Source: an optimization exercise on an open RTL-to-GDS flow (aim: small area and a short achievable clock period). Production flows keep margins and buffers that such runs may drop. Where RTL was checked, it was by simulation tests only, not by an equivalence proof against the original. Power and IR drop assume default switching activity.

==> flow/design.v <==
`timescale 1ns/1ps
module Radix_2_div #(
parameter[3:0]	DSIZE	= 15,
parameter[3:0]	PSIZE	= 15
)(
	input				clock,
	input				rst,
	input [DSIZE-1:0]	divisor,
	input [DSIZE-1:0]	dividend,
	output[PSIZE-1:0]	quotient,
	output[3:0]			quoexp
);
localparam [15:0] FOLD = 16'b0010_0100_1001_0000;
function integer pend;	 
	input integer t;
	integer k;
	begin
		pend = 1;
		for (k = 2; k <= t; k = k + 1)
			pend = FOLD[k] ? 1 : pend + 1;
	end
endfunction
function [14:0] srt_step;
	input [14:0] z;
	input pos, neg;
	input [13:0] d;
	reg [14:0] dx, op;
	reg [15:0] s;
	begin
		dx = {1'b1, d};
		op = ({15{pos}} & ~dx) | ({15{neg}} & dx);
		s = {z, 1'b1} + {op, pos};
		srt_step = s[15:1];
	end
endfunction
reg	[14:0]	n1, d1;
always @(posedge clock) begin
	n1	<= dividend;
	d1	<= divisor;
end
wire [15:0]	y0 = {d1, 1'b0};
wire		s3 = ~|y0[15:8];
wire [15:0]	y1 = s3 ? {y0[7:0], 8'b0} : y0;
wire		s2 = ~|y1[15:12];
wire [15:0]	y2 = s2 ? {y1[11:0], 4'b0} : y1;
wire		s1 = ~|y2[15:14];
wire [15:0]	y3 = s1 ? {y2[13:0], 2'b0} : y2;
wire		s0 = ~y3[15];
wire [15:0]	y4 = s0 ? {y3[14:0], 1'b0} : y3;
reg	[14*15-1:0]	Zf;	 
reg	[14:0]		Pf, Nf;	 
reg	[14*14-1:0]	Df;	 
reg	[15*4-1:0]	Ef;	 
reg	[15*15-1:0]	Bf;	 
reg	[15*15-1:0]	Lf;	 
always @(posedge clock) begin
	Zf[0 +: 15]	<= n1;
	Pf[0]		<= n1[14];
	Nf[0]		<= 1'b0;
	Df[0 +: 14]	<= y4[14:1];
	Ef[0 +: 4]	<= {s3, s2, s1, s0};
end
genvar t;
generate
for (t = 1; t <= 14; t = t + 1) begin: STEP
	wire [14:0]	Z	= (t == 1) ? Zf[0 +: 15] : {Zf[(t-1)*15 +: 14], 1'b0};
	wire		pos	= Pf[t-1];
	wire		neg	= Nf[t-1];
	wire [14:0]	S	= srt_step(Z, pos, neg, Df[(t-1)*14 +: 14]);
	always @(posedge clock) begin
		Ef[t*4 +: 4]	<= Ef[(t-1)*4 +: 4];
		Pf[t]			<= ~S[14] &  S[13];
		Nf[t]			<=  S[14] & ~S[13];
	end
	if (t < 14) begin: KEEPZ
		always @(posedge clock) begin
			Zf[t*15 +: 14]	<= S[13:0];
			Df[t*14 +: 14]	<= Df[(t-1)*14 +: 14];
		end
	end else begin: LASTZ
	end
	if (t == 1) begin: QFIRST
		always @(posedge clock) begin
			Bf[15 +: 1]	<= pos | neg;
			Lf[15 +: 1]	<= neg;
		end
	end else if (FOLD[t]) begin: QFOLD
		localparam integer P = pend(t-1);
		wire [t-2:0]	Bp	= Bf[(t-1)*15 +: t-1];
		wire [P-1:0]	Lp	= Lf[(t-1)*15 +: P];
		wire [t-2:0]	Bn	= Bp - {Lp, 1'b0};
		always @(posedge clock) begin
			Bf[t*15 +: t]	<= {Bn, pos | neg};
			Lf[t*15 +: 1]	<= neg;
		end
	end else begin: QSHIFT
		localparam integer P = pend(t-1);
		always @(posedge clock) begin
			Bf[t*15 +: t]		<= {Bf[(t-1)*15 +: t-1], pos | neg};
			Lf[t*15 +: P+1]	<= {Lf[(t-1)*15 +: P], neg};
		end
	end
end
endgenerate
localparam integer PL = pend(14);
wire		pos0	= Pf[14];
wire		neg0	= Nf[14];
wire [14:0]	Qfin	= {Bf[14*15 +: 14], pos0 | neg0} - {Lf[14*15 +: PL], neg0, 1'b0};
reg	[4:0]	cnt;
always @(posedge clock, posedge rst) begin
	if (rst)			cnt	<= 5'd0;
	else if (!cnt[4])	cnt	<= cnt + 5'd1;
end
reg	[14:0]	Qu;
reg	[3:0]	exp;
always @(posedge clock, posedge rst) begin
	if (rst) begin
		Qu	<= 15'd0;
		exp	<= 4'd0;
	end else begin
		Qu	<= cnt[4] ? Qfin : 15'd0;
		exp	<= cnt[4] ? Ef[14*4 +: 4] : 4'd0;
	end
end
assign	quotient	= Qu;
assign	quoexp		= exp;
endmodule
clock: 4.0 ns
lec_check: 0
cap_margin: 20
core_margin: 2
core_utilization: 40
cts_buf_list: sky130_fd_sc_hd__clkbuf_4
setup_slack_margin: 1.4
slew_margin: 20
run.sh (not shown) runs the stock make flow with config.mk's settings and CLKGATE_MAP_FILE= SYNTH_SCRIPT=/design/flow/synth_recipe.tcl, a recipe that flattens the netlist after the stock synthesis.
The baseline completed with no timing, DRC or antenna violations.
Rerun with:
- CTS_BUF_LIST: sky130_fd_sc_hd__clkbuf_4 -> default
- SETUP_SLACK_MARGIN: 1.4 -> 0.8
Utilization shrinks by 0.28 points.
Global-route usage shrinks by 0.41 points.
Final cell count shrinks by a few percent.
Rerun with:
- CTS_BUF_LIST: default -> sky130_fd_sc_hd__clkbuf_8
- SETUP_SLACK_MARGIN: 0.8 -> 1.4
Via count came out higher by 1.9%.
Routed wire length came out higher by 2.4%.
Count of clock-buffer cells in the layout came out higher by 41.
Global-route usage hardly moves.
Register-to-register slack improves by 400 ps.
Die area does not change.
Core utilization came out higher by 0.70 points.
Final cell count came out higher by 2.5%.
Combinational power came out higher by about 5%.
Power is about the same.
Critical path depth stays the same.
No run of this note included a check of the RTL's function; only the layout flow was run.


P:
// Radix_2_div: RTL as listed in full above, without the edits since
make LEC_CHECK=0 CAP_MARGIN=20 CORE_MARGIN=2 CORE_UTILIZATION=40 SLEW_MARGIN=20 finish   # period 4.0 ns
Here is what was changed in the inputs of Q compared with P.
Settings: putting SETUP_SLACK_MARGIN at 1.7 where nothing was set.
--- outcome ---
Going from P to Q, the final clock skew was found to have gone up by 0.023 ns.
Lower placement-stage cell area among Q and P: P
Q and P all finish clean.
The required time at the worst-slack endpoint of Q falls short of that of P by 0.02 ns.
Q vs. P: routability congestion estimate from global placement went down by 2.4%.
Here is what was changed in the inputs of R compared with Q.
Settings: SETUP_SLACK_MARGIN changed from 1.7 to 2.1.
## What came out
R: wire length higher than Q. Against Q, final worst slack in R came out worse. The total length of routed met3 wires in R sits 10% below the value recorded for Q. R against Q: fraction of area in multi-input gates went up; utilization went up; met3 routing resource usage after global routing went up; combinational fraction of design power went up. Net switching power of the design: R and Q compared, lower one is Q. Sequential share of layout area sits lower in R than in Q.
## Diff of input files: S against R
Settings: CTS_CLUSTER_DIAMETER now 60, previously not set; CTS_CLUSTER_SIZE now 16, previously not set; SETUP_SLACK_MARGIN now 1.4, was 2.1; CTS_BUF_LIST now sky130_fd_sc_hd__clkbuf_8, previously not set.
==> run notes <==
Inverter count was higher in R than in S.
Comparing maximum frequency for S and R, the bigger number came from R.
[compare] base=R new=S: data arrival time of the critical path now larger; cell internal power dissipation now smaller; design area now smaller; met1 routed wirelength after detailed routing now smaller.
The inputs of T differ from those of S as listed below.
Settings: SETUP_SLACK_MARGIN changed from 1.4 to 1.3; CTS_CLUSTER_DIAMETER removed (was 60); CTS_BUF_LIST removed (was sky130_fd_sc_hd__clkbuf_8); CTS_CLUSTER_SIZE removed (was 16).
Results
- Core utilization on T is up relative to S.
- Per the comparison of T with S, slew at the pin closest to its max-slew limit essentially unchanged; leakage dissipation climbed 4.6%; final critical delay including setup and external delays increased by 0.069 ns relative to the old numbers.
No run of this note included a check of the RTL's function; only the layout flow was run.


## tundra
Another version of the RTL of Radix_2_div (not shown whole).
Size: roughly 2700 cells after synthesis, roughly 51 I/O pins, ~25000 µm² of cells after synthesis.
Design Radix_2_div, start of the top module:
module Radix_2_div #(
parameter[3:0]	DSIZE	= 15,
parameter[3:0]	PSIZE	= 15
)(
	input				clock,
	input				rst,
	input [DSIZE-1:0]	divisor,
	input [DSIZE-1:0]	dividend,
	output[PSIZE-1:0]	quotient,
	output[3:0]			quoexp
);
localparam [15:0] FOLD = 16'b0010_0100_1001_0000;
function integer pend;	 
	input integer t;
	integer k;
	begin
		pend = 1;
		for (k = 2; k <= t; k = k + 1)
			pend = FOLD[k] ? 1 : pend + 1;
	end
endfunction
function [14:0] srt_step;
	input [14:0] z;
	input pos, neg;
	input [13:0] d;
	reg [14:0] dx, op;
	reg [15:0] s;
	begin
		dx = {1'b1, d};
		op = ({15{pos}} & ~dx) | ({15{neg}} & dx);
		s = {z, 1'b1} + {op, pos};
		srt_step = s[15:1];
	end
endfunction
reg	[14:0]	n1, d1;
always @(posedge clock) begin
	n1	<= dividend;
	d1	<= divisor;
end
reg	[3:0]	ne;
integer		k;
always @(*) begin
	ne = 4'd15;
	for (k = 0; k < 15; k = k + 1)
		if (d1[k]) ne = 14 - k;
end
wire [14:0]	nd = d1 << ne;
reg	[14*15-1:0]	Zf;	 
reg	[14:0]		Pf, Nf;	 
reg	[14*14-1:0]	Df;	 
reg	[15*4-1:0]	Ef;	 
reg	[15*15-1:0]	Bf;	 
reg	[15*15-1:0]	Lf;	 
always @(posedge clock) begin
	Zf[0 +: 15]	<= n1;
	Pf[0]		<= n1[14];
	Nf[0]		<= 1'b0;
	Df[0 +: 14]	<= nd[13:0];
	Ef[0 +: 4]	<= ne;
end
genvar t;
generate
for (t = 1; t <= 14; t = t + 1) begin: STEP
	wire [14:0]	Z	= (t == 1) ? Zf[0 +: 15] : {Zf[(t-1)*15 +: 14], 1'b0};
	wire		pos	= Pf[t-1];
	wire		neg	= Nf[t-1];
	wire [14:0]	S	= srt_step(Z, pos, neg, Df[(t-1)*14 +: 14]);
	always @(posedge clock) begin
		Ef[t*4 +: 4]	<= Ef[(t-1)*4 +: 4];
  ...
==> flow/config.mk <==
export PLATFORM = sky130hd
export DESIGN_NAME = Radix_2_div
export DESIGN_NICKNAME = Radix_2_div
export VERILOG_FILES = /design/flow/design.v
export SDC_FILE = /design/flow/constraint.sdc
export NUM_CORES = 4
export LEC_CHECK = 0
export ABC_AREA = 1
export CAP_MARGIN = 20
export CORE_MARGIN = 2
export CORE_UTILIZATION = 60
export CTS_BUF_LIST = sky130_fd_sc_hd__clkbuf_8
export CTS_CLUSTER_DIAMETER = 60
export CTS_CLUSTER_SIZE = 16
export PLACE_DENSITY = 0.85
export SETUP_SLACK_MARGIN = 1.6
export SLEW_MARGIN = 20
==> flow/constraint.sdc <==
create_clock -name core_clock -period 4.0 [get_ports {clock}]
set_input_delay 0.8000 -clock core_clock [delete_from_list [all_inputs] [get_ports {clock}]]
set_output_delay 0.8000 -clock core_clock [all_outputs]
set_load 0.01 [all_outputs]
> inputs changed (tundra -> indigo)
# tundra
export LEC_CHECK = 0
export ABC_AREA = 1
export CAP_MARGIN = 20
export CORE_MARGIN = 2
export CORE_UTILIZATION = 60
export CTS_BUF_LIST = sky130_fd_sc_hd__clkbuf_8
export CTS_CLUSTER_DIAMETER = 60
export CTS_CLUSTER_SIZE = 16
export PLACE_DENSITY = 0.85
export SETUP_SLACK_MARGIN = 1.6
export SLEW_MARGIN = 20
create_clock -name core_clock -period 4.0 [get_ports {clock}]
# indigo
export LEC_CHECK = 0
export ABC_AREA = 1
export CAP_MARGIN = 20
export CORE_MARGIN = 2
export CORE_UTILIZATION = 40
export CTS_BUF_LIST = sky130_fd_sc_hd__clkbuf_8
export CTS_CLUSTER_DIAMETER = 60
export CTS_CLUSTER_SIZE = 16
export SETUP_SLACK_MARGIN = 2.0
export SLEW_MARGIN = 20
create_clock -name core_clock -period 4.0 [get_ports {clock}]
Findings:
Note that the final area recorded for tundra amounts to 0.818 times the value seen in indigo.
Relative to tundra, sum of internal, switching and leakage power has gone up in indigo.
Any difference in multi-input logic cell count between tundra and indigo is small enough to ignore.
indigo vs tundra, worst setup path startpoint: Nf[11]$_DFF_P_ vs Pf[12]$_DFF_P_
Compared with tundra, in indigo final routed wirelength across all metal layers rose 22%, post-detailed-route wirelength per cell rose by about 1.2%, global-route met1 utilization now smaller.
Changes observed in indigo relative to tundra: utilization now sits lower, time the final worst path needs with I/O delays and setup now sits lower, width of the die now sits higher.
Setup changes, indigo to ember
# indigo
export LEC_CHECK = 0
export ABC_AREA = 1
export CAP_MARGIN = 20
export CORE_MARGIN = 2
export CORE_UTILIZATION = 40
export CTS_BUF_LIST = sky130_fd_sc_hd__clkbuf_8
export CTS_CLUSTER_DIAMETER = 60
export CTS_CLUSTER_SIZE = 16
export SETUP_SLACK_MARGIN = 2.0
export SLEW_MARGIN = 20
create_clock -name core_clock -period 4.0 [get_ports {clock}]
# ember
export LEC_CHECK = 0
export ABC_AREA = 1
export CAP_MARGIN = 20
export CORE_MARGIN = 2
export CORE_UTILIZATION = 40
export CTS_BUF_LIST = sky130_fd_sc_hd__clkbuf_8
export CTS_CLUSTER_DIAMETER = 60
export CTS_CLUSTER_SIZE = 16
export PLACE_DENSITY = 0.75
export SETUP_SLACK_MARGIN = 1.6
export SLEW_MARGIN = 20
create_clock -name core_clock -period 4.0 [get_ports {clock}]
### Flow results
- ember vs indigo — amount of wire on met2 after detailed routing dropped by more than a quarter
- Final HPWL from detailed placement on ember is down relative to indigo.
- ember vs indigo, instance count: ember lower
- Going from indigo to ember, first-pass GRT wire length went down, final total power went down, total buffers and inverters traversed by the critical path went down, count of multi-input gates did not really move, part of the total power dissipated in combinational logic went down.
Here is what was changed in the inputs of garnet compared with ember.
# ember
export LEC_CHECK = 0
export ABC_AREA = 1
export CAP_MARGIN = 20
export CORE_MARGIN = 2
export CORE_UTILIZATION = 40
export CTS_BUF_LIST = sky130_fd_sc_hd__clkbuf_8
export CTS_CLUSTER_DIAMETER = 60
export CTS_CLUSTER_SIZE = 16
export PLACE_DENSITY = 0.75
export SETUP_SLACK_MARGIN = 1.6
export SLEW_MARGIN = 20
create_clock -name core_clock -period 4.0 [get_ports {clock}]
# garnet
export LEC_CHECK = 0
export ABC_AREA = 1
export CAP_MARGIN = 20
export CORE_MARGIN = 2
export CORE_UTILIZATION = 40
export CTS_BUF_LIST = sky130_fd_sc_hd__clkbuf_8
export CTS_CLUSTER_DIAMETER = 60
export CTS_CLUSTER_SIZE = 16
export SETUP_SLACK_MARGIN = 1.5
export SLEW_MARGIN = 20
create_clock -name core_clock -period 4.0 [get_ports {clock}]
For clock power, dividing the value from ember by the value from garnet gives 0.946.
The maximum vdd drop in garnet sits 28% below the value recorded for ember.
On garnet: cell count is 0.36% lower than what ember gave.
Against ember, the final cell area of garnet is lower.


Radix_2_div again, from the RTL that the note above started with.
==> flow/config.mk <==
export PLATFORM = sky130hd
export DESIGN_NAME = Radix_2_div
export DESIGN_NICKNAME = Radix_2_div
export VERILOG_FILES = /design/flow/design.v
export SDC_FILE = /design/flow/constraint.sdc
export NUM_CORES = 4
export LEC_CHECK = 0
export ABC_AREA = 1
export CAP_MARGIN = 20
export CORE_MARGIN = 2
export CORE_UTILIZATION = 40
export CTS_BUF_LIST = sky130_fd_sc_hd__clkbuf_8
export CTS_CLUSTER_DIAMETER = 60
export CTS_CLUSTER_SIZE = 16
export PLACE_DENSITY = 0.9
export SETUP_SLACK_MARGIN = 1.6
export SLEW_MARGIN = 20
==> flow/constraint.sdc <==
create_clock -name core_clock -period 4.0 [get_ports {clock}]
set_input_delay 0.8000 -clock core_clock [delete_from_list [all_inputs] [get_ports {clock}]]
set_output_delay 0.8000 -clock core_clock [all_outputs]
set_load 0.01 [all_outputs]
The starting point completed without violations.
Rerun with:
--- a/flow/config.mk
+++ b/flow/config.mk
@@ -13,5 +13,4 @@
 export CTS_CLUSTER_DIAMETER = 60
 export CTS_CLUSTER_SIZE = 16
-export PLACE_DENSITY = 0.9
 export SETUP_SLACK_MARGIN = 1.6
 export SLEW_MARGIN = 20
After rerunning:
- The new run finished clean
- via count shrinks by about 3.6%
- cell area shrinks by about 0.38%
- worst setup slack improved by 0.098 ns
- cell count grows by about 0.44%
- global-route usage grows by 1.3 points
Rerun with:
--- a/flow/config.mk
+++ b/flow/config.mk
@@ -10,7 +10,5 @@
 export CORE_MARGIN = 2
 export CORE_UTILIZATION = 40
-export CTS_BUF_LIST = sky130_fd_sc_hd__clkbuf_8
-export CTS_CLUSTER_DIAMETER = 60
-export CTS_CLUSTER_SIZE = 16
-export SETUP_SLACK_MARGIN = 1.6
+export CTS_BUF_LIST = sky130_fd_sc_hd__clkbuf_4
+export SETUP_SLACK_MARGIN = 1.4
 export SLEW_MARGIN = 20
Final cell count came out higher by 4.5%.
Register-to-register slack degrades by 0.04 ns.
Hold slack degrades by 0.074 ns.
Worst setup slack degrades by 0.040 ns.
Clock skew came out higher by 0.017 ns.
Total power came out higher by 5.1%.
Synthesized area is unchanged.
Via count came out higher by 3.1%.
Final area came out higher by 1.9%.
Rerun with:
--- a/flow/config.mk
+++ b/flow/config.mk
@@ -7,8 +7,11 @@
 export LEC_CHECK = 0
 export ABC_AREA = 1
-export CAP_MARGIN = 20
+export CAP_MARGIN = 0
 export CORE_MARGIN = 2
 export CORE_UTILIZATION = 40
-export CTS_BUF_LIST = sky130_fd_sc_hd__clkbuf_4
-export SETUP_SLACK_MARGIN = 1.4
-export SLEW_MARGIN = 20
+export CTS_BUF_LIST = sky130_fd_sc_hd__clkbuf_8
+export CTS_CLUSTER_DIAMETER = 60
+export CTS_CLUSTER_SIZE = 16
+export PLACE_DENSITY = 0.75
+export SETUP_SLACK_MARGIN = 1.6
+export SLEW_MARGIN = 0
Result: The changed run completed with no timing, DRC or antenna violations; register-to-register slack is better by 0.11 ns; wire length is lower by a little under a tenth; total power is lower by a little under a tenth; final area is lower by a few percent; worst setup slack is better by 0.11 ns; non-clock buffer count is higher by 30.

-- separate check: timing with driven ports --
In the flow no input, the clock included, has a driving cell. The finished layouts below were timed again as built, in two steps. Step 1, drivers: a clkbuf_16 drives clock and a buf_2 each remaining input, both assumed. Step 2 adds t to the input delays and takes it off the output delays; t is the mean of the earliest and latest rising clock arrival at the registers after step 1. Input paths then give back, and output paths get back, about the clock's delay inside the block. Slacks: no drivers / after step 1 / after step 2; pairs: no drivers / after step 1.
| run | t, ns | setup WS [ns] | worst slew at a driven data input, ns | cell pins on the clock port's net |
|---|---|---|---|---|
| the first run of note 1 | 1.028 | 1.466 / 1.466 / 1.466 | 0.04 | 1 |
| the second run of note 1 | 0.655 | 1.077 / 1.077 / 1.077 | 0.04 | 1 |
| the third run of note 1 | 0.729 | 1.476 / 1.476 / 1.476 | 0.04 | 1 |
| P | 0.655 | 1.077 / 1.077 / 1.077 | 0.04 | 1 |
| Q | 0.661 | 1.619 / 1.619 / 1.619 | 0.04 | 1 |
| R | 0.657 | 1.593 / 1.593 / 1.593 | 0.04 | 1 |
| S | 0.712 | 1.473 / 1.473 / 1.473 | 0.04 | 1 |
| T | 0.653 | 1.405 / 1.405 / 1.405 | 0.04 | 1 |
| tundra | 0.655 | 1.536 / 1.536 / 1.536 | 0.04 | 1 |
| indigo | 0.734 | 1.791 / 1.791 / 1.791 | 0.03 | 1 |
| ember | 0.659 | 1.696 / 1.647 / 1.696 | 0.06 | 1 |
| garnet | 0.704 | 1.635 / 1.579 / 1.642 | 0.03 | 1 |
| the first run of note 4 | 0.696 | 1.523 / 1.523 / 1.523 | 0.04 | 1 |
| the second run of note 4 | 0.700 | 1.620 / 1.620 / 1.620 | 0.03 | 1 |
| the third run of note 4 | 0.976 | 1.580 / 1.535 / 1.580 | 0.03 | 1 |
| the fourth run of note 4 | 0.659 | 1.693 / 1.647 / 1.693 | 0.06 | 1 |
After both steps setup and hold are still met in every run listed.
